This is an optimization exercise on Yosys and OpenROAD, whose aim is a short achievable clock period and few clock cycles, not a production implementation. No functional check of the RTL was part of any run shown here. Power is estimated from default activity; no workload was simulated.

### flow/constraint.sdc
create_clock -name core_clock -period 9.5 [get_ports {clk}]
set_input_delay 1.9000 -clock core_clock [delete_from_list [all_inputs] [get_ports {clk}]]
set_output_delay 1.9000 -clock core_clock [all_outputs]
set_load 0.01 [all_outputs]
### flow/run.sh
#!/bin/bash
# synth_recipe.tcl (not shown) runs the flow's synth.tcl, then flattens the netlist and writes it again
# the make line also repeats each setting of config.mk as NAME=value (left out here)
make -C /OpenROAD-flow-scripts/flow DESIGN_CONFIG=/design/flow/config.mk WORK_HOME=/design/flow/orfs CLKGATE_MAP_FILE= SYNTH_SCRIPT=/design/flow/synth_recipe.tcl finish
### flow/design.v
module cpu(
    input clk,
    input rst,
    input [31:0] icache_rdata,
    input icache_resp,
    output [31:0] icache_addr,
    output icache_read,
    input [31:0] dcache_rdata,
    input dcache_resp,
    output [31:0] dcache_addr,
    output dcache_read,
    output dcache_write,
    output [3:0] dcache_byte_en,
    output [31:0] dcache_wdata
);
logic [31:2] pc;
logic        id_valid;
logic [31:0] id_instr;
logic [31:2] id_pc;
logic [31:0] ex_a, ex_b, ex_sd;             
logic        ex_a_fm, ex_a_fw;              
logic        ex_b_fm, ex_b_fw;
logic        ex_sd_fm, ex_sd_fw;
logic        ex_wen;                        
logic [4:0]  ex_rd;
logic        ex_op_add, ex_op_sub, ex_op_sll, ex_op_slt, ex_op_sltu;
logic        ex_op_xor, ex_op_srl, ex_op_sra, ex_op_or, ex_op_and, ex_op_pres;
logic [31:0] ex_pres;                       
logic        ex_br, ex_pred;                
logic        ex_c_eq, ex_c_ne, ex_c_lt, ex_c_ge, ex_c_ltu, ex_c_geu;
logic [31:2] ex_alt;                        
logic        ex_load, ex_store, ex_jalr;
logic [2:0]  ex_f3;
logic        mem_wen;
logic [4:0]  mem_rd;
logic [31:0] mem_res;
logic        mem_rreq, mem_wreq;
logic [3:0]  mem_be;
logic [31:0] mem_wdata;
logic [2:0]  mem_f3;
logic        mem_jalr;
logic [31:2] mem_target;
logic        wb_wen;
logic [4:0]  wb_rd;
logic [31:0] wb_res;
logic [31:0] rf [1:31];
assign icache_addr    = {pc, 2'b00};
assign icache_read    = 1'b1;
assign dcache_addr    = mem_res;
assign dcache_read    = mem_rreq;
assign dcache_write   = mem_wreq;
assign dcache_byte_en = mem_be;
assign dcache_wdata   = mem_wdata;
wire mstall = (mem_rreq | mem_wreq) & ~dcache_resp;
wire [6:0] opc = id_instr[6:0];
wire [2:0] f3  = id_instr[14:12];
wire [4:0] rs1 = id_instr[19:15];
wire [4:0] rs2 = id_instr[24:20];
wire [4:0] rd  = id_instr[11:7];
wire       b30 = id_instr[30];
wire is_lui   = opc[6:2] == 5'b01101;
wire is_auipc = opc[6:2] == 5'b00101;
wire is_jal   = opc[6:2] == 5'b11011;
wire is_jalr  = opc[6:2] == 5'b11001;
wire is_br    = opc[6:2] == 5'b11000;
wire is_load  = opc[6:2] == 5'b00000;
wire is_store = opc[6:2] == 5'b01000;
wire is_opimm = opc[6:2] == 5'b00100;
wire is_op    = opc[6:2] == 5'b01100;
wire [31:0] i_imm = {{21{id_instr[31]}}, id_instr[30:20]};
wire [31:0] s_imm = {{21{id_instr[31]}}, id_instr[30:25], id_instr[11:7]};
wire [31:0] b_imm = {{20{id_instr[31]}}, id_instr[7], id_instr[30:25], id_instr[11:8], 1'b0};
wire [31:0] u_imm = {id_instr[31:12], 12'h000};
wire [31:0] j_imm = {{12{id_instr[31]}}, id_instr[19:12], id_instr[20], id_instr[30:21], 1'b0};
wire uses_rs1 = ~(is_lui | is_auipc | is_jal);
wire uses_rs2 = is_br | is_store | is_op;
wire id_wen   = (is_lui | is_auipc | is_jal | is_jalr | is_load | is_opimm | is_op) & (rd != 5'd0);
wire [31:0] id_pcw   = {id_pc, 2'b00};
wire [31:0] id_pc4   = id_pcw + 32'd4;
wire [31:0] id_tgt   = id_pcw + (is_jal ? j_imm : is_br ? b_imm : u_imm);
wire        id_pred  = is_br & id_instr[31];           
wire [31:0] rv1 = (rs1 == 5'd0) ? 32'd0 : (wb_wen && wb_rd == rs1) ? wb_res : rf[rs1];
wire [31:0] rv2 = (rs2 == 5'd0) ? 32'd0 : (wb_wen && wb_rd == rs2) ? wb_res : rf[rs2];
wire a_fm = ex_wen  && ex_rd  == rs1;
wire a_fw = mem_wen && mem_rd == rs1 && !a_fm;
wire r2_fm = ex_wen  && ex_rd  == rs2;
wire r2_fw = mem_wen && mem_rd == rs2 && !r2_fm;
wire id_stall = id_valid & ex_load & ex_wen &
                ((uses_rs1 && ex_rd == rs1) || (uses_rs2 && ex_rd == rs2));
wire redirect_id = id_valid & (is_jal | id_pred);
wire [31:0] A  = ex_a_fm  ? mem_res : ex_a_fw  ? wb_res : ex_a;
wire [31:0] B  = ex_b_fm  ? mem_res : ex_b_fw  ? wb_res : ex_b;
wire [31:0] SD = ex_sd_fm ? mem_res : ex_sd_fw ? wb_res : ex_sd;
wire [31:0] sum  = A + B;
wire [31:0] diff = A - B;
wire        eq   = A == B;
wire        lt   = $signed(A) < $signed(B);
wire        ltu  = A < B;
wire [31:0] sll  = A << B[4:0];
wire [31:0] srl  = A >> B[4:0];
wire [31:0] sra  = $signed(A) >>> B[4:0];
wire [31:0] ex_res =
      ({32{ex_op_add}}  & sum)
    | ({32{ex_op_sub}}  & diff)
    | ({32{ex_op_sll}}  & sll)
    | ({32{ex_op_slt}}  & {31'd0, lt})
    | ({32{ex_op_sltu}} & {31'd0, ltu})
    | ({32{ex_op_xor}}  & (A ^ B))
    | ({32{ex_op_srl}}  & srl)
    | ({32{ex_op_sra}}  & sra)
    | ({32{ex_op_or}}   & (A | B))
    | ({32{ex_op_and}}  & (A & B))
    | ({32{ex_op_pres}} & ex_pres);
wire taken = (ex_c_eq & eq) | (ex_c_ne & ~eq) | (ex_c_lt & lt) | (ex_c_ge & ~lt)
           | (ex_c_ltu & ltu) | (ex_c_geu & ~ltu);
wire mispredict = ex_br & (taken ^ ex_pred);
logic [3:0]  st_be;
logic [31:0] st_data;
always_comb begin
    case (ex_f3[1:0])
        2'b00: begin
            st_be   = 4'b0001 << sum[1:0];
            st_data = {4{SD[7:0]}};
        end
        2'b01: begin
            st_be   = sum[1] ? 4'b1100 : 4'b0011;
            st_data = {2{SD[15:0]}};
        end
        default: begin
            st_be   = 4'b1111;
            st_data = SD;
        end
    endcase
end
logic [31:0] ld_val;
always_comb begin
    logic [7:0]  by;
    logic [15:0] hw;
    case (mem_res[1:0])
        2'b00: by = dcache_rdata[7:0];
        2'b01: by = dcache_rdata[15:8];
        2'b10: by = dcache_rdata[23:16];
        default: by = dcache_rdata[31:24];
    endcase
    hw = mem_res[1] ? dcache_rdata[31:16] : dcache_rdata[15:0];
    case (mem_f3)
        3'b000:  ld_val = {{24{by[7]}}, by};
        3'b001:  ld_val = {{16{hw[15]}}, hw};
        3'b100:  ld_val = {24'd0, by};
        3'b101:  ld_val = {16'd0, hw};
        default: ld_val = dcache_rdata;
    endcase
end
wire flush_mem = mem_jalr;                  
wire flush_ex  = flush_mem | mispredict;    
always_ff @(posedge clk) begin
    if (rst) begin
        pc       <= 30'h18;                 
        id_valid <= 1'b0;
        ex_wen   <= 1'b0;
        ex_br    <= 1'b0;
        ex_load  <= 1'b0;
        ex_store <= 1'b0;
        ex_jalr  <= 1'b0;
        mem_wen  <= 1'b0;
        mem_rreq <= 1'b0;
        mem_wreq <= 1'b0;
        mem_jalr <= 1'b0;
        wb_wen   <= 1'b0;
    end else if (!mstall) begin
        wb_wen <= mem_wen;
        wb_rd  <= mem_rd;
        wb_res <= mem_rreq ? ld_val : mem_res;
        mem_wen    <= ex_wen   & ~flush_mem;
        mem_rreq   <= ex_load  & ~flush_mem;
        mem_wreq   <= ex_store & ~flush_mem;
        mem_jalr   <= ex_jalr  & ~flush_mem;
        mem_rd     <= ex_rd;
        mem_res    <= ex_res;
        mem_be     <= st_be;
        mem_wdata  <= st_data;
        mem_f3     <= ex_f3;
        mem_target <= sum[31:2];
        if (flush_ex || id_stall || !id_valid) begin
            ex_wen   <= 1'b0;
            ex_br    <= 1'b0;
            ex_load  <= 1'b0;
            ex_store <= 1'b0;
            ex_jalr  <= 1'b0;
        end else begin
            ex_wen   <= id_wen;
            ex_br    <= is_br;
            ex_load  <= is_load;
            ex_store <= is_store;
            ex_jalr  <= is_jalr;
        end
        ex_rd    <= rd;
        ex_a     <= rv1;
        ex_a_fm  <= a_fm;
        ex_a_fw  <= a_fw;
        ex_b     <= (is_op | is_br) ? rv2 : is_store ? s_imm : i_imm;
        ex_b_fm  <= (is_op | is_br) & r2_fm;
        ex_b_fw  <= (is_op | is_br) & r2_fw;
        ex_sd    <= rv2;
        ex_sd_fm <= r2_fm;
        ex_sd_fw <= r2_fw;
        ex_pres  <= is_lui ? u_imm : is_auipc ? id_tgt : id_pc4;
        ex_op_pres <= is_lui | is_auipc | is_jal | is_jalr;
        ex_op_add  <= is_load | is_store | ((is_opimm | is_op) & f3 == 3'b000 & ~(is_op & b30));
        ex_op_sub  <= is_op & f3 == 3'b000 & b30;
        ex_op_sll  <= (is_opimm | is_op) & f3 == 3'b001;
        ex_op_slt  <= (is_opimm | is_op) & f3 == 3'b010;
        ex_op_sltu <= (is_opimm | is_op) & f3 == 3'b011;
        ex_op_xor  <= (is_opimm | is_op) & f3 == 3'b100;
        ex_op_srl  <= (is_opimm | is_op) & f3 == 3'b101 & ~b30;
        ex_op_sra  <= (is_opimm | is_op) & f3 == 3'b101 & b30;
        ex_op_or   <= (is_opimm | is_op) & f3 == 3'b110;
        ex_op_and  <= (is_opimm | is_op) & f3 == 3'b111;
        ex_c_eq  <= f3 == 3'b000;
        ex_c_ne  <= f3 == 3'b001;
        ex_c_lt  <= f3 == 3'b100;
        ex_c_ge  <= f3 == 3'b101;
        ex_c_ltu <= f3 == 3'b110;
        ex_c_geu <= f3 == 3'b111;
        ex_pred  <= id_pred;
        ex_alt   <= id_pred ? id_pc4[31:2] : id_tgt[31:2];
        ex_f3    <= f3;
        if (flush_mem) begin
            id_valid <= 1'b0;
            pc       <= mem_target;
        end else if (mispredict) begin
            id_valid <= 1'b0;
            pc       <= ex_alt;
        end else if (id_stall) begin
        end else if (redirect_id) begin
            id_valid <= 1'b0;
            pc       <= id_tgt[31:2];
        end else begin
            id_valid <= icache_resp;
            id_instr <= icache_rdata;
            id_pc    <= pc;
            if (icache_resp)
                pc <= pc + 30'd1;
        end
    end
end
always_ff @(posedge clk) begin
    if (wb_wen)
        rf[wb_rd] <= wb_res;
end
endmodule
### flow/config.mk
export PLATFORM = sky130hd
export DESIGN_NAME = cpu
export DESIGN_NICKNAME = cpu
export VERILOG_FILES = /design/flow/design.v
export SDC_FILE = /design/flow/constraint.sdc
export NUM_CORES = 4
export LEC_CHECK = 0
export ABC_CLOCK_PERIOD_IN_PS = 3500
export CAP_MARGIN = 20
export CORE_MARGIN = 2
export CORE_UTILIZATION = 40
export SETUP_SLACK_MARGIN = 5
export SLEW_MARGIN = 20
==> run notes, run 1 <==
root buffer cell=clkbuf_16; Clock Latency Late Sink=0.85 ns; post-synthesis cell area=76930 µm²; Num CTS Buffers=155; worst-margin pin slew=1.246 ns; Clock Skew=0.04862 ns; chip height=442.6 µm; maximum clock path buffer count=3; die width=442.6 µm; initial core utilization=0.4037; synth unique cells=82; dpl cells=8077; first-pass GRT wire length=401.7 mm; number of global-route vias before repair=52940; cells after synthesis=5686; synth top area cells=edfxtp_1 (54%), mux4_2 (15%), mux2i_1 (5.5%); flip-flop and latch area=42500 µm²; Seq/Total Area, Yosys=0.5522; number of synthesized flops with an enable pin=1384; final wirelength=289.7 mm; Max Freq=0.2156 GHz; Detail Placement HPWL=180.1 mm; Nets=6100; maximum vdd drop=0.2190 mV; met1 Use GR=0.3657; Hold-fix buffers, CTS=0; wire per inst=33.93 µm; total track usage=0.2872; RSZ-0062 raised after global routing=yes; CTS tree=built; total gr overflow=0; multi-input logic area=33750 µm²; initial antenna violation count=6; Slew Limit Fails=0; MaxCap Viol Count=0; Vias=54850; Critical Path RT=10.25 ns; post-route insts no fill=8538; critical path startpoint category=flop; Pleak=30.87 nW; largest net degree at the start of global routing=149; relative slew slack=0.1694; Synth warnings=1; IO Port Bufs=165; hold_ws=0.4335 ns; GP Congestion=0.9681; GRT busiest layer=met2; class of the worst hold path=flop to flop; Fillers=16520; Clock transition at path regs=0.06 ns; Final Critical Period=4.639 ns; Hold Vio Cnt, Final=0; DRT Pass-1 Iters=9; Syn-to-layout area delta=17.19%; H-tree Lvls=4; status=complete, no violations; first-iteration detailed-routing DRC count=7444; Top Ports=171; ys async rst share=0; GR met2 Demand/Resource=0.4563; M3 GR Usage=0.04988; ys flop type=edfxtp_1; share of the synthesized area in the top cell type=0.5402; layout cells sized above 1=0.2219; Synth Area per Inst=13.53 µm²; DR vias/cell=6.424; worst-path maximum fanout=7; CTS Sinks=1430; Critical Path AT=5.39 ns; Setup CP Type=flop to flop; Crit. End Element=flop; leading area contributor after synthesis=edfxtp_1; DRC Markers=0; Final Cycle Share=0.4883; Antenna Nets Post-Route=0; synth cell count leaders=edfxtp_1 (1384), mux4_2 (508), nor2_1 (449), nand2_1 (423), mux2i_1 (422); Core Footprint=190600 µm²; endpoints failing setup=0; #FFs+latches synth=1430; Die ar.=195900 µm²; power density over the cells=186.7 nW/µm²; count leader, synth=edfxtp_1; row cnt=160
-- worst max-delay path: stages, from the launching register on --
cell	delay (ns)
edfxtp_1	0.44
buf_12	0.18
buf_8	0.13
buf_16	0.14
mux2i_1	0.12
o21a_2	0.27
ha_4	0.30
clkinvlp_4	0.10
a311oi_2	0.34
nor2_2	0.09
o41ai_4	0.43
o211a_1	0.26
mux2_4	0.34
mux2i_4	0.28
buf_6	0.15
o31ai_4	0.08
buf_12	0.18
buf_12	0.13
or4_1	0.41
o22ai_1	0.14
-- layer usage --
| layer | share of wire | wire length (µm) |
|---|---|---|
| met1 | 0.37 | 108400 |
| met2 | 0.47 | 134800 |
| met3 | 0.086 | 25030 |
| met4 | 0.074 | 21410 |
| met5 | 0.00013 | 38 |
-- power by group --
part	switching (mW)	internal, mW	leakage (nW)
combinational	2.08	1.26	15.4
sequential	0.194	7.20	13.0
clock	2.66	3.44	2.47
-- repair_timing --
item | 4_1_cts | 5_1_grt
gates resized for setup | 231 | 123
cloned | 14 | 12
pin swaps | 28 | 53
buffers inserted | 98 | 54
endpoints found under the setup margin | 207 | 137
-- registers in the layout, summed over array words and instances, names as in the netlist, 3 cells and up, named ones only --
register,count
id_instr,30
ex_alt,30
mem_f3,3
ex_sd,32
mem_target,30
ex_a,32
ex_b,32
mem_wdata,32
ex_pres,31
wb_rd,5
wb_res,32
mem_be,4
id_pc,30
ex_rd,5
pc,30
ex_f3,3
mem_res,32
mem_rd,5
rf,992
-- cell type report --
cell class | count | area share
inverter | 155 | 0.006842
tap | 2511 | 0.03485
timing repair buffer | 481 | 0.05603
timing repair inverter | 1 | 0.00006939
multi-input combinational | 3677 | 0.3743
clock inverter | 84 | 0.01105
clock buffer | 198 | 0.04540
sequential | 1430 | 0.4714
antenna | 1 | 0.00002776
-- layout by cell type (no fill, tap or decap), drive strengths merged, types with 46 or more instances in the layout --
master,n
buf,304
nand2,423
o211ai,55
clkinv,67
nand3,71
xor2,65
mux4,508
xnor2,81
nor2,450
clkdlybuf4s50,165
a21oi,380
o22ai,51
mux2i,423
dfxtp,46
inv,154
o21ai,217
ha,128
edfxtp,1384
clkbuf,208
o21a,75
a211oi,153
-- kinds of logic after synthesis --
kind of cell / count (synthesis) / synth area share
flip-flops: 1430 / 0.5522
AO/OA/AOI/OAI: 1249 / 0.1053
AND/OR/NAND/NOR: 1194 / 0.06777
multiplexers: 949 / 0.2066
buffers and inverters: 585 / 0.02976
XOR/XNOR: 146 / 0.01662
adder cells (fa/ha/maj): 131 / 0.02160
other: 2 / 0.00009762
-- final timing paths --
check	startpoint	slack, ns	cells past startpoint	end
worst max-delay path	ex_b_fw	4.86	19	pc[31]
worst max register to register	ex_b_fw	4.86	19	pc[31]
worst min-delay path	ex_f3[2]	0.43	0	mem_f3[2]
worst min register to register	ex_f3[2]	0.43	0	mem_f3[2]
-- metrics by stage --
stage / total power, mW / setup TNS [ns] / worst slack, ns / util / instance area [µm²]
2_1_floorplan: 9.281 / -44.39 / -0.8031 / - / 77210
3_3_place_gp: 10.42 / 0 / 3.149 / 0.4281 / 81590
3_5_place_dp: 10.43 / 0 / 3.090 / 0.4282 / 81610
4_1_cts: 16.72 / 0 / 4.874 / 0.4666 / 88920
5_1_grt: 17.31 / 0 / 4.773 / 0.4730 / 90150
6_report: 16.83 / 0 / 4.861 / 0.4731 / 90160
==> run 2, diff against run 1 <==
--- a/flow/design.v
+++ b/flow/design.v
@@ -16,2 +16,4 @@
 logic [31:2] pc;
+logic        btb_valid;
+logic [31:2] btb_pc, btb_tgt;
 logic        id_valid;
@@ -19,2 +21,3 @@
 logic [31:2] id_pc;
+logic        id_bp;                         
 logic [31:0] ex_a, ex_b, ex_sd;             
@@ -40,3 +43,3 @@
 logic [2:0]  mem_f3;
-logic        mem_jalr;
+logic        mem_redir;                     
 logic [31:2] mem_target;
@@ -89,3 +92,6 @@
                 ((uses_rs1 && ex_rd == rs1) || (uses_rs2 && ex_rd == rs2));
-wire redirect_id = id_valid & (is_jal | id_pred);
+wire id_taken    = is_jal | id_pred;
+wire redirect_id = id_valid & (id_taken ^ id_bp);
+wire [31:2] id_rtgt = id_taken ? id_tgt[31:2] : id_pc4[31:2];
+wire btb_hit = btb_valid && btb_pc == pc;
 wire [31:0] A  = ex_a_fm  ? mem_res : ex_a_fw  ? wb_res : ex_a;
@@ -153,4 +159,3 @@
 end
-wire flush_mem = mem_jalr;                  
-wire flush_ex  = flush_mem | mispredict;    
+wire flush_mem = mem_redir;                 
 always_ff @(posedge clk) begin
@@ -164,2 +169,3 @@
         ex_jalr  <= 1'b0;
+        btb_valid <= 1'b0;
         mem_wen  <= 1'b0;
@@ -167,3 +173,3 @@
         mem_wreq <= 1'b0;
-        mem_jalr <= 1'b0;
+        mem_redir <= 1'b0;
         wb_wen   <= 1'b0;
@@ -176,3 +182,3 @@
         mem_wreq   <= ex_store & ~flush_mem;
-        mem_jalr   <= ex_jalr  & ~flush_mem;
+        mem_redir  <= (ex_jalr | mispredict) & ~flush_mem;
         mem_rd     <= ex_rd;
@@ -182,4 +188,4 @@
         mem_f3     <= ex_f3;
-        mem_target <= sum[31:2];
-        if (flush_ex || id_stall || !id_valid) begin
+        mem_target <= ex_jalr ? sum[31:2] : ex_alt;
+        if (flush_mem || id_stall || !id_valid) begin
             ex_wen   <= 1'b0;
@@ -230,5 +236,2 @@
             pc       <= mem_target;
-        end else if (mispredict) begin
-            id_valid <= 1'b0;
-            pc       <= ex_alt;
         end else if (id_stall) begin
@@ -236,3 +239,8 @@
             id_valid <= 1'b0;
-            pc       <= id_tgt[31:2];
+            pc       <= id_rtgt;
+            if (id_pred && !id_bp) begin
+                btb_valid <= 1'b1;
+                btb_pc    <= id_pc;
+                btb_tgt   <= id_tgt[31:2];
+            end
         end else begin
@@ -241,4 +249,5 @@
             id_pc    <= pc;
+            id_bp    <= btb_hit;
             if (icache_resp)
-                pc <= pc + 30'd1;
+                pc <= btb_hit ? btb_tgt : pc + 30'd1;
         end
==> flow/flow/run.sh (new file) <==
#!/bin/bash
set -euo pipefail
bash standard.sh SETUP_SLACK_MARGIN=6.0 finish > standard_make.log 2>&1
==> flow/standard.sh (new file) <==
#!/bin/bash
# synth_recipe.tcl (not shown) runs the flow's synth.tcl, then flattens the netlist and writes it again
# the make line also repeats each setting of config.mk as NAME=value (left out here)
make -C /OpenROAD-flow-scripts/flow DESIGN_CONFIG=/design/flow/config.mk WORK_HOME=/design/flow/orfs CLKGATE_MAP_FILE= SYNTH_SCRIPT=/design/flow/synth_recipe.tcl "${@:-finish}"
--- a/flow/config.mk
+++ b/flow/config.mk
@@ -7,3 +7,3 @@
 export LEC_CHECK = 0
-export ABC_CLOCK_PERIOD_IN_PS = 3500
+export ABC_CLOCK_PERIOD_IN_PS = 3000
 export CAP_MARGIN = 20
@@ -11,3 +11,2 @@
 export CORE_UTILIZATION = 40
-export SETUP_SLACK_MARGIN = 5
 export SLEW_MARGIN = 20
removed: flow/run.sh
==> run 2 against run 1 <==
Compared with the run above:
- highest routed layer unchanged
- still clean
- first-iteration DRC count about the same
- synthesized cell count up 4.6%
- critical endpoint is now mem_res[24]
- global-route usage up 0.91 points
- largest cell class unchanged
==> run notes, run 2 <==
final setup margin=5.318 ns (+0.4567 ns); post-synthesis cell area=80910 µm² (+5.2%); Antenna Nets Post-Route=0 (unchanged); Core Footprint=201700 µm² (+5.8%); Max Freq=0.2391 GHz (+11%); relative slew slack=0.1394 (-0.02999); final core occ=0.4969 (+0.02384); ys async rst share=0 (unchanged); cells after synthesis=5950 (+4.6%); total power=18.77 mW (+11%); MaxCap Viol Count=0 (unchanged); ys flop type=edfxtp_1; leading area contributor after synthesis=edfxtp_1; IO Port Bufs=165 (unchanged); Final Cycle Share=0.4403 (-0.04807); status=complete, no violations; H-tree Lvls=4 (unchanged); total gr overflow=0 (unchanged); CTS Sinks=1492 (+4.3%); Pleak=34.54 nW (+12%); DRC Markers=0 (unchanged); Critical Path, Cell by Cell=buf_12 > buf_16 > mux2i_4 > o21ai_2 > buf_6 > buf_6 > ha_4 > fa_2 > a21o_1 > a21oi_4 > o21ai_4 > a211o_1 > a21oi_4 > buf_6 > o31a_1 > buf_6 > a2bb2oi_2 > o22ai_1 > a211o_1; row cnt=165 (+3.1%); flip-flop and latch area=44460 µm² (+4.6%); most frequent cell on the critical path=buf_6; commonest non-fill, non-tap cell in the layout=edfxtp_1; Detail Placement HPWL=190.3 mm (+5.7%); Nets=6615 (+8.4%); Num CTS Buffers=167 (+7.7%); class of the worst hold path=flop to flop; count leader, synth=edfxtp_1; Vias=58490 (+6.6%); layout cells sized above 1=0.3217 (+0.09979); CP peak stage delay=0.38 ns (-0.06 ns); initial core utilization=0.4012 (-0.002503); synth top area cells=edfxtp_1 (54%), mux4_2 (15%), mux2i_1 (5.2%); largest net degree at the start of global routing=169 (+13%); endpoints failing setup=0 (unchanged); chip height=453.8 µm (+2.5%); Seq/Total Area, Yosys=0.5479 (-0.004293); synth cell count leaders=edfxtp_1 (1445), mux4_2 (536), nand2_1 (470), mux2i_1 (417), nor2_1 (416); worst-margin pin slew=1.277 ns (+0.03149 ns); total track usage=0.2963 (+0.009126); multi-input logic area=38750 µm² (+15%); CTS tree=built; Slew Limit Fails=0 (unchanged); Critical Path AT=4.80 ns (-0.59 ns); initial antenna violation count=6 (unchanged); die width=453.8 µm (+2.5%); Die ar.=205900 µm² (+5.1%); Top Ports=171 (unchanged); number of synthesized flops with an enable pin=1445 (+4.4%); Synth Area per Inst=13.60 µm² (+0.51%); Hold Vio Cnt, Final=0 (unchanged); DR vias/cell=6.348 (-1.2%); RSZ-0062 raised after global routing=yes; final wirelength=313.3 mm (+8.1%); #FFs+latches synth=1492 (+4.3%); maximum clock path buffer count=3 (unchanged); crit-path leading delay family=compound AO/OA/AOI/OAI gates; pre-CTS WS=3.855 ns (+0.7648 ns); Synth warnings=1 (unchanged); most frequent cells in the layout=edfxtp_1 (1445), mux4_2 (536), nand2_1 (442); Setup TNS=0 ns (unchanged); first-iteration detailed-routing DRC count=7449 (+0.067%); critical path startpoint category=flop; CP max-delay cell=edfxtp_1; Clock Skew=0.08303 ns (+0.03440 ns); Critical Path RT=10.11 ns (-0.14 ns); GP Congestion=0.9747 (+0.68%); first-pass GRT wire length=431.5 mm (+7.4%); Crit. End Element=flop; max FFs per register=992 (unchanged); DRT Pass-1 Iters=6 (-3); root buffer cell=clkbuf_16; wire per inst=34.00 µm (+0.21%); number of global-route vias before repair=56110 (+6.0%); Setup CP Type=flop to flop; synth unique cells=101 (+23%); register with the most flip-flops=rf; Syn-to-layout area delta=23.87%; Clock Latency Late Sink=0.86 ns (about the same); hold_ws=0.4614 ns (+0.02791 ns); share of the synthesized area in the top cell type=0.5363 (-0.003952); buffers and inverters on the worst path=6 (-1); Final Critical Period=4.182 ns (-0.4567 ns); power density over the cells=187.2 nW/µm² (+0.28%); maximum vdd drop=0.1991 mV (-9.1%); worst-path maximum fanout=7 (unchanged); Fillers=17090 (+3.4%); Clock transition at path regs=0.06 ns (about the same)
-- run 2: worst paths after layout --
kind                   from     endpoint  slack [ns]  depth (start not counted)
setup / recovery    ex_a_fw  mem_res[24]        5.32                         19
hold / removal    btb_valid    btb_valid        0.46                          1
setup reg to reg    ex_a_fw  mem_res[24]        5.32                         19
hold reg to reg   btb_valid    btb_valid        0.46                          1
-- run 2: area by class of cell --
type / instances / area share
diodes: 1 / 0.00002497
clock buffers: 211 / 0.04377
clock inverters: 83 / 0.008352
inverters: 180 / 0.007303
multi-input cells: 3841 / 0.3866
flip-flops and latches: 1492 / 0.4436
well taps: 2672 / 0.03336
repair buffers: 733 / 0.07689
repair inverters: 1 / 0.00008739
-- run 2: through the flow --
| stage | instances | instance area (µm²) |
|---|---|---|
| after detailed placement | 8492 | 86060 |
| after CTS | 9123 | 98010 |
| after global routing | 9213 | 100200 |
| final | 9214 | 100200 |
| after global placement | 8490 | 86020 |
| after floorplan | 5952 | 81670 |
-- run 2: layer usage --
metal  GRT usage  share of wire  up-vias
met5           0       0.000054        -
met4      0.1711          0.068        4
met3     0.05629          0.087      766
met2      0.4761           0.47     3240
met1      0.3755           0.37    30080
li1            -              -    24400
-- run 2: worst register-to-register path, cell delays in order (launching register included) --
cell	delay, ns
edfxtp_1	0.38
buf_12	0.16
buf_16	0.16
mux2i_4	0.38
o21ai_2	0.11
buf_6	0.16
buf_6	0.13
ha_4	0.16
fa_2	0.35
a21o_1	0.23
a21oi_4	0.21
o21ai_4	0.10
a211o_1	0.32
a21oi_4	0.22
buf_6	0.13
o31a_1	0.12
buf_6	0.15
a2bb2oi_2	0.15
o22ai_1	0.09
a211o_1	0.24
-- run 2: cell families (layout without fill, tap and decap cells) --
logic type / count (synthesis) / in the layout / synth area share
multiplexers: 1028 / 1028 / 0.2117
AND/OR/NAND/NOR: 1279 / 1282 / 0.07028
other: 2 / 5 / 0.00009282
XOR/XNOR: 184 / 184 / 0.01992
AO/OA/AOI/OAI: 1210 / 1212 / 0.09785
adder cells (fa/ha/maj): 131 / 131 / 0.02054
buffers and inverters: 624 / 1208 / 0.03173
flip-flops: 1492 / 1492 / 0.5479
-- run 2: timing repair --
| action | CTS | global route |
|---|---|---|
| hold buffers | 0 | 0 |
| gates cloned | 23 | 8 |
| hold endpoints to repair | 0 | 0 |
| setup endpoints to repair | 799 | 323 |
| pin swaps | 219 | 184 |
| resized for setup | 1068 | 287 |
| buffers inserted | 314 | 81 |
-- run 2: power by group --
part / internal [mW] / total, mW / switching (mW) / leakage, nW
Clock: 3.48 / 6.30 / 2.81 / 2.52
Combinational: 2.00 / 4.77 / 2.78 / 18.4
Sequential: 7.51 / 7.69 / 0.185 / 13.6
==> run 3, diff against run 2 <==
--- a/flow/design.v
+++ b/flow/design.v
@@ -23,5 +23,3 @@
 logic [31:0] ex_a, ex_b, ex_sd;             
-logic        ex_a_fm, ex_a_fw;              
-logic        ex_b_fm, ex_b_fw;
-logic        ex_sd_fm, ex_sd_fw;
+logic        ex_a_fm, ex_b_fm, ex_sd_fm;    
 logic        ex_wen;                        
@@ -96,5 +94,5 @@
 wire btb_hit = btb_valid && btb_pc == pc;
-wire [31:0] A  = ex_a_fm  ? mem_res : ex_a_fw  ? wb_res : ex_a;
-wire [31:0] B  = ex_b_fm  ? mem_res : ex_b_fw  ? wb_res : ex_b;
-wire [31:0] SD = ex_sd_fm ? mem_res : ex_sd_fw ? wb_res : ex_sd;
+wire [31:0] A  = ex_a_fm  ? mem_res : ex_a;
+wire [31:0] B  = ex_b_fm  ? mem_res : ex_b;
+wire [31:0] SD = ex_sd_fm ? mem_res : ex_sd;
 wire [31:0] sum  = A + B;
@@ -159,2 +157,3 @@
 end
+wire [31:0] mem_val = mem_rreq ? ld_val : mem_res;
 wire flush_mem = mem_redir;                 
@@ -178,3 +177,3 @@
         wb_rd  <= mem_rd;
-        wb_res <= mem_rreq ? ld_val : mem_res;
+        wb_res <= mem_val;
         mem_wen    <= ex_wen   & ~flush_mem;
@@ -203,11 +202,8 @@
         ex_rd    <= rd;
-        ex_a     <= rv1;
+        ex_a     <= a_fw ? mem_val : rv1;
         ex_a_fm  <= a_fm;
-        ex_a_fw  <= a_fw;
-        ex_b     <= (is_op | is_br) ? rv2 : is_store ? s_imm : i_imm;
+        ex_b     <= (is_op | is_br) ? (r2_fw ? mem_val : rv2) : is_store ? s_imm : i_imm;
         ex_b_fm  <= (is_op | is_br) & r2_fm;
-        ex_b_fw  <= (is_op | is_br) & r2_fw;
-        ex_sd    <= rv2;
+        ex_sd    <= r2_fw ? mem_val : rv2;
         ex_sd_fm <= r2_fm;
-        ex_sd_fw <= r2_fw;
         ex_pres  <= is_lui ? u_imm : is_auipc ? id_tgt : id_pc4;
==> run 3 against run 2 <==
Compared with the run above:
- setup slack got worse by 0.072 ns
- via count decreased by 2.2%
- utilization increased by 0.31 points
- synthesized cell count decreased by 2.6%
- routed wire length decreased by 4.0%
- clock power increased by 0.6%
- still clean on timing, DRC and antenna
- global-route usage decreased by 0.90 points
- worst hold slack got worse by 0.011 ns
- critical endpoint is now mem_target[31]
- largest power group unchanged
- final cell count decreased by 2.0%
==> run notes, run 3 <==
leading area contributor after synthesis=edfxtp_1; final setup margin=5.246 ns (-0.07151 ns); Final Critical Period=4.254 ns (+0.07151 ns); IO Port Bufs=165 (unchanged); status=complete, no violations; total gr overflow=0 (unchanged); root buffer cell=clkbuf_16; critical path startpoint category=flop; GP Congestion=1.005 (+3.1%); post-synthesis mux area share=0.2015 (-0.01017); largest family of logic cells by synthesized area=multiplexers; Seq/Total Area, Yosys=0.5581 (+0.01021); most frequent cells in the layout=edfxtp_1 (1442), mux4_2 (555), nand2_1 (380); H-tree Lvls=4 (unchanged); Nets=6460 (-2.3%); Clock Latency Late Sink=0.85 ns (about the same); worst-margin pin slew=1.146 ns (-0.1311 ns); Detail Placement HPWL=183.1 mm (-3.8%); Crit. End Element=flop; Pleak=33.28 nW (-3.7%); RSZ-0062 raised after global routing=yes; Antenna Nets Post-Route=0 (unchanged); Hold-fix buffers, CTS=0 (unchanged); complex-gate fraction of the synthesized area=0.1028 (+0.004967); flip-flop and latch area=44490 µm² (about the same); total power=19.16 mW (+2.1%); DRT Pass-1 Iters=5 (-1); #FFs+latches synth=1494 (+0.13%); max FFs per register=992 (unchanged); Setup TNS=0 ns (unchanged); number of synthesized flops with an enable pin=1442 (-0.21%); cells after synthesis=5798 (-2.6%); total track usage=0.2873 (-0.009001); ys flop type=edfxtp_1; final instance area=98720 µm² (-1.5%); Top Ports=171 (unchanged); Fillers=16760 (-1.9%); first-pass GRT wire length=415.7 mm (-3.7%); Core Footprint=197400 µm² (-2.1%); synth cell count leaders=edfxtp_1 (1442), mux4_2 (555), nor2_1 (434), a21oi_1 (404), nand2_1 (404); register with the most flip-flops=rf; Synth Area in Adders=0.02091 (+0.0003781); largest net degree at the start of global routing=178 (+5.3%); CTS Sinks=1494 (+0.13%); count leader, synth=edfxtp_1; wire per inst=33.30 µm (-2.1%); DR vias/cell=6.333 (-0.24%); initial antenna violation count=11 (+5); power density over the cells=194.1 nW/µm² (+3.7%); row cnt=163 (-1.2%); Slew Limit Fails=0 (unchanged); simple-gate portion of the synthesized area=0.06561 (-0.004675); Synth warnings=1 (unchanged); chip height=449.7 µm (-0.90%); commonest non-fill, non-tap cell in the layout=edfxtp_1; DRC Markers=0 (unchanged); maximum clock path buffer count=3 (unchanged); pre-CTS WS=4.038 ns (+0.1825 ns); first-iteration detailed-routing DRC count=7042 (-5.5%); DP Area=84420 µm² (-1.9%); initial core utilization=0.4024 (+0.001289); Clock Skew=0.05956 ns (-0.02346 ns); Synth Area per Inst=13.70 µm² (+0.77%); share of the synthesized area in the top cell type=0.5450 (+0.008739); maximum vdd drop=0.2138 mV (+7.3%); number of global-route vias before repair=55020 (-1.9%); ys async rst share=0 (unchanged); synth top area cells=edfxtp_1 (55%), mux4_2 (16%), mux2i_1 (3.7%); final wirelength=300.8 mm (-4.0%); Die ar.=202200 µm² (-1.8%); Critical Path AT=4.85 ns (+0.05 ns); class of the worst hold path=flop to flop; MaxCap Viol Count=0 (unchanged); Critical Path RT=10.10 ns (about the same); endpoints failing setup=0 (unchanged); post-synthesis cell area=79450 µm² (-1.8%); multi-input logic area=37050 µm² (-4.4%); Setup CP Type=flop to flop; Max Freq=0.2351 GHz (-1.7%); Hold Vio Cnt, Final=0 (unchanged); Final Cycle Share=0.4478 (+0.007527); final core occ=0.5000 (+0.003143); CTS tree=built; Clock transition at path regs=0.06 ns (about the same); layout cells sized above 1=0.3270 (+0.005308); Vias=57200 (-2.2%); Post-Synth XOR/XNOR Area=0.02050 (+0.0005871); synth unique cells=87 (-14%); ant diodes=0 (-1); Syn-to-layout area delta=24.25%; die width=449.7 µm (-0.90%); Num CTS Buffers=163 (-2.4%); relative slew slack=0.2358 (+0.09639); worst-path maximum fanout=7 (unchanged)
-- run 3: cell count changes after synthesis, moves of 20 or more --
cell	before	now
a21oi_1	336	404
buf_1	75	98
buf_2	86	37
clkbuf_1	258	304
mux2i_1	417	290
nand2_1	470	404
nand3_1	98	74
o21a_1	69	38
o21ai_0	226	246
o22ai_1	34	74
-- run 3: cells by family (layout without fill, tap and decap cells) --
| kind of cell | after synthesis | in the layout |
|---|---|---|
| muxes | 899 | 899 |
| AOI/OAI and AO/OA | 1284 | 1284 |
| adders and majority gates | 131 | 131 |
| buffers and inverters | 618 | 1208 |
| xor gates and xnor gates | 186 | 186 |
| DFF | 1494 | 1494 |
| and+or+nand+nor | 1184 | 1186 |
| other | 2 | 4 |
-- run 3: metal layers --
metal	global-route usage	share of wire
met5	0	0.00017
met4	0.1620	0.066
met3	0.05223	0.088
met2	0.4596	0.47
met1	0.3694	0.37
-- run 3: path summary, 6_finish.rpt --
kind	start	end	slack, ns	cells after the start
setup / recovery	ex_b_fm	mem_target[31]	5.25	16
hold / removal	ex_br	mem_redir	0.45	2
setup reg to reg	ex_b_fm	mem_target[31]	5.25	16
hold reg to reg	ex_br	mem_redir	0.45	2
-- run 3: report_power, final --
group,switching [mW],leakage [nW],internal [mW]
clock,2.83,2.55,3.51
sequential,0.287,13.6,7.53
combinational,2.87,17.1,2.14
total,5.99,33.3,13.2
-- run 3: final cells by class --
| class | count | area share |
|---|---|---|
| Multi-Input combinational cell | 3690 | 0.3753 |
| Clock buffer | 199 | 0.04279 |
| Clock inverter | 97 | 0.01079 |
| Timing Repair Buffer | 743 | 0.07998 |
| Sequential cell | 1494 | 0.4507 |
| Tap cell | 2640 | 0.03346 |
| Inverter | 169 | 0.006984 |
-- run 3: per-stage QoR --
step / std cells / hold slack (ns)
2_1_floorplan: 5800 / 0.4003
3_3_place_gp: 8278 / 0.4512
3_5_place_dp: 8278 / 0.4502
4_1_cts: 8883 / 0.4500
5_1_grt: 9032 / 0.4761
6_report: 9032 / 0.4506
-- run 3: timing repair --
| action | CTS | global route |
|---|---|---|
| buffers inserted | 290 | 121 |
| pin swaps | 182 | 160 |
| cloned | 19 | 9 |
| endpoints found under the setup margin | 490 | 451 |
| gates resized for setup | 960 | 309 |
-- run 3: worst max-delay path: stages (launching register included) --
cell      delay (ns)
edfxtp_1        0.42
buf_6           0.16
buf_12          0.14
buf_4           0.15
buf_6           0.13
mux2i_4         0.36
inv_2           0.09
ha_4            0.20
a21o_1          0.17
a21o_1          0.19
a221o_1         0.31
a21o_4          0.23
a221oi_4        0.31
o21ai_2         0.14
o41a_1          0.42
xnor2_4         0.25
mux2_4          0.30

==> separate check: timing with driven ports <==
No port has a modelled driver above. Below, the same layouts with a new extraction and two added sets of constraints.
Step 1 (the two cells are an assumption about what drives the block):
set clk [get_ports {clk}]
set_driving_cell -lib_cell sky130_fd_sc_hd__clkbuf_16 $clk
set_driving_cell -lib_cell sky130_fd_sc_hd__buf_2 [delete_from_list [all_inputs] $clk]
Step 2 moves the port delays by t, midway between the first and last clock arrival at a register: inputs arrive t later, outputs are due t later. That takes back most of the time a late clock gives input paths.
a / b / c = no drivers / after step 1 / after step 2; a / b = the first two.
run	shift t [ns]	setup slack, ns	worst setup path at the end	clock arrival spread, ns
run 1	0.919	4.861 / 4.861 / 4.597	input to register	0.051 / 0.050
run 2	0.904	5.318 / 5.318 / 5.027	input to register	0.103 / 0.102
run 3	0.914	5.246 / 5.246 / 5.039	input to register	0.074 / 0.074
After both steps setup and hold are still met in every run listed. For run 2, which loses most, drivers alone change the setup slack by 0.000 ns; drivers and shift together by -0.291 ns.
